This design comes from an exercise in tuning for small area on the open sky130 flow, not from production work. At most, simulation tests tie the RTL to the original design; equivalence was not proved.

==> flow/design.v <==
module some_registers
  (
   input wire        pclk,
   input wire        preset_n,
   input wire        penable,
   input wire [7:0]  paddr,
   input wire        pwrite,
   input wire [31:0] pwdata,
   input wire [3:0]  pstrb,
   input wire [2:0]  pprot,
   input wire        psel,
   output wire [31:0] prdata,
   output wire       pready
);
   wire [1:0]        wordaddr;
   reg [31:0]        registers[3:0];  
   assign wordaddr = paddr[3:2];
   assign pready = penable;
   assign prdata = registers[wordaddr];
   always @(posedge pclk)
     if (preset_n & psel & !penable & pwrite) begin
        if (pstrb[0]) registers[wordaddr][7:0] <= pwdata[7:0];
        if (pstrb[1]) registers[wordaddr][15:8] <= pwdata[15:8];
        if (pstrb[2]) registers[wordaddr][23:16] <= pwdata[23:16];
        if (pstrb[3]) registers[wordaddr][31:24] <= pwdata[31:24];
     end
endmodule
module pwm_controller
  #(parameter WIDTH = 16)
  (
   input wire        pclk,
   input wire        preset_n,
   input wire        penable,
   input wire [7:0]  paddr,
   input wire        pwrite,
   input wire [31:0] pwdata,
   input wire [3:0]  pstrb,
   input wire [2:0]  pprot,
   input wire        psel,
   output wire [31:0] prdata,
   output wire       pready,
   output wire       pwm_out
);
   reg [WIDTH-1:0]   counter;
   reg [WIDTH-1:0]   counter_limit;  
   reg [WIDTH-1:0]   on_limit;       
   wire              addr0 = (paddr == 8'h0);
   assign pwm_out = counter < on_limit;
   assign pready = penable;
   assign prdata = {{(32-WIDTH){1'b0}}, addr0 ? counter_limit : on_limit};
   always @(posedge pclk or negedge preset_n)
     if(!preset_n) begin
        counter <= {WIDTH{1'b0}};
        counter_limit <= {WIDTH{1'b0}};
        on_limit <= {WIDTH{1'b0}};
     end else begin
        if (psel & !penable & pwrite) begin
           if (addr0)
             counter_limit <= pwdata[WIDTH-1:0];
           else
             on_limit <= pwdata[WIDTH-1:0];
        end
        if (counter >= counter_limit)
          counter <= {WIDTH{1'b0}};
        else
          counter <= counter + 1'b1;
     end
endmodule
module apb_periph
  (
   input wire        pclk,
   input wire        preset_n,
   input wire        penable,
   input wire [7:0]  paddr,
   input wire        pwrite,
   input wire [31:0] pwdata,
   input wire [3:0]  pstrb,
   input wire [2:0]  pprot,
   input wire        psel1,
   output wire [31:0] prdata1,
   output wire       pready1,
   input wire        psel2,
   output wire [31:0] prdata2,
   output wire       pready2,
   output wire       led
);
   some_registers some_registers0
     (
      .pclk(pclk),
      .preset_n(preset_n),
      .penable(penable),
      .paddr(paddr),
      .pwrite(pwrite),
      .pwdata(pwdata),
      .pstrb(pstrb),
      .pprot(pprot),
      .psel(psel1),
      .prdata(prdata1),
      .pready(pready1)
      );
   pwm_controller pwm_controller0
     (
      .pclk(pclk),
      .preset_n(preset_n),
      .penable(penable),
      .paddr(paddr),
      .pwrite(pwrite),
      .pwdata(pwdata),
      .pstrb(pstrb),
      .pprot(pprot),
      .psel(psel2),
      .prdata(prdata2),
      .pready(pready2),
      .pwm_out(led)
      );
endmodule
Settings: LEC_CHECK=0, CAP_MARGIN=20, CORE_MARGIN=2, CORE_UTILIZATION=40, SLEW_MARGIN=20; clock period 5.0 ns.
run.sh (not shown) runs the stock make flow with config.mk's settings and CLKGATE_MAP_FILE= SYNTH_SCRIPT=/design/flow/synth_recipe.tcl, a recipe that flattens the netlist after the stock synthesis.
==> next run, changes <==
--- a/flow/design.v
+++ b/flow/design.v
@@ -10,18 +10,30 @@
    input wire [2:0]  pprot,
    input wire        psel,
-   output wire [31:0] prdata,
-   output wire       pready
+   output reg [31:0] prdata,
+   output reg        pready
 );
    wire [1:0]        wordaddr;
    reg [31:0]        registers[3:0];  
    assign wordaddr = paddr[3:2];
-   assign pready = penable;
-   assign prdata = registers[wordaddr];
+   always @(posedge pclk or negedge preset_n)
+     if(!preset_n) begin
+        pready <= 1'b0;
+     end else begin
+        if (psel & !penable) begin
+           pready <= 1'b1;
+        end else begin 
+           pready <= 1'b0;
+        end
+     end
    always @(posedge pclk)
-     if (preset_n & psel & !penable & pwrite) begin
-        if (pstrb[0]) registers[wordaddr][7:0] <= pwdata[7:0];
-        if (pstrb[1]) registers[wordaddr][15:8] <= pwdata[15:8];
-        if (pstrb[2]) registers[wordaddr][23:16] <= pwdata[23:16];
-        if (pstrb[3]) registers[wordaddr][31:24] <= pwdata[31:24];
+     if (preset_n & psel & !penable) begin
+        if (pwrite) begin
+           if (pstrb[0]) registers[wordaddr][7:0] <= pwdata[7:0];
+           if (pstrb[1]) registers[wordaddr][15:8] <= pwdata[15:8];
+           if (pstrb[2]) registers[wordaddr][23:16] <= pwdata[23:16];
+           if (pstrb[3]) registers[wordaddr][31:24] <= pwdata[31:24];
+        end else begin
+           prdata <= registers[wordaddr];
+        end
      end
 endmodule
@@ -38,6 +50,6 @@
    input wire [2:0]  pprot,
    input wire        psel,
-   output wire [31:0] prdata,
-   output wire       pready,
+   output reg [31:0] prdata,
+   output reg        pready,
    output wire       pwm_out
 );
@@ -45,19 +57,22 @@
    reg [WIDTH-1:0]   counter_limit;  
    reg [WIDTH-1:0]   on_limit;       
-   wire              addr0 = (paddr == 8'h0);
    assign pwm_out = counter < on_limit;
-   assign pready = penable;
-   assign prdata = {{(32-WIDTH){1'b0}}, addr0 ? counter_limit : on_limit};
    always @(posedge pclk or negedge preset_n)
      if(!preset_n) begin
+        pready <= 1'b0;
         counter <= {WIDTH{1'b0}};
         counter_limit <= {WIDTH{1'b0}};
         on_limit <= {WIDTH{1'b0}};
      end else begin
-        if (psel & !penable & pwrite) begin
-           if (addr0)
-             counter_limit <= pwdata[WIDTH-1:0];
-           else
-             on_limit <= pwdata[WIDTH-1:0];
+        if (psel & !penable) begin
+           if (pwrite) begin
+              if (paddr == 8'h0)
+                counter_limit <= pwdata[WIDTH-1:0];
+              else
+                on_limit <= pwdata[WIDTH-1:0];
+           end
+           pready <= 1'b1;
+        end else begin 
+           pready <= 1'b0;
         end
         if (counter >= counter_limit)
@@ -65,4 +80,11 @@
         else
           counter <= counter + 1'b1;
+     end
+   always @(posedge pclk)
+     if (preset_n & psel & !penable & !pwrite) begin
+        if (paddr == 8'h0)
+          prdata <= {{(32-WIDTH){1'b0}}, counter_limit};
+        else
+          prdata <= {{(32-WIDTH){1'b0}}, on_limit};
      end
 endmodule
- The new run produced a clean layout
- count of clock-buffer cells in the layout increases by 14
- routed wire length rises by about a fifth
- via count came out higher by roughly a tenth
- register-to-register slack gets better by 0.05 ns
- area after synthesis is higher by about a fifth
No functional check of the RTL was part of the second run of this note.

## afterwards: timing with drivers on the ports
In the flow no input, the clock included, has a driving cell. The finished layouts below were timed again as built, in two steps.
Step 1, drivers: a clkbuf_16 drives pclk and a buf_2 each remaining input, both assumed.
Step 2 also shifts input and output timing later by t, the mid clock arrival at the registers, as if the neighbouring blocks saw the same clock.
Three values: ideal ports, drivers, drivers and shift; two values: the first two.
run	shift t [ns]	slack for setup (ns)	latest minus earliest clock arrival (ns)	cell pins on the clock port's net
the first run	0.456	0.927 / 0.902 / 0.902	0.009 / 0.010	1
the second run	0.537	0.988 / 0.945 / 1.482	0.007 / 0.006	1
After both steps every run listed still meets setup and hold. For the first run, which loses most, drivers alone change the setup slack by -0.025 ns; drivers and shift together by -0.025 ns.
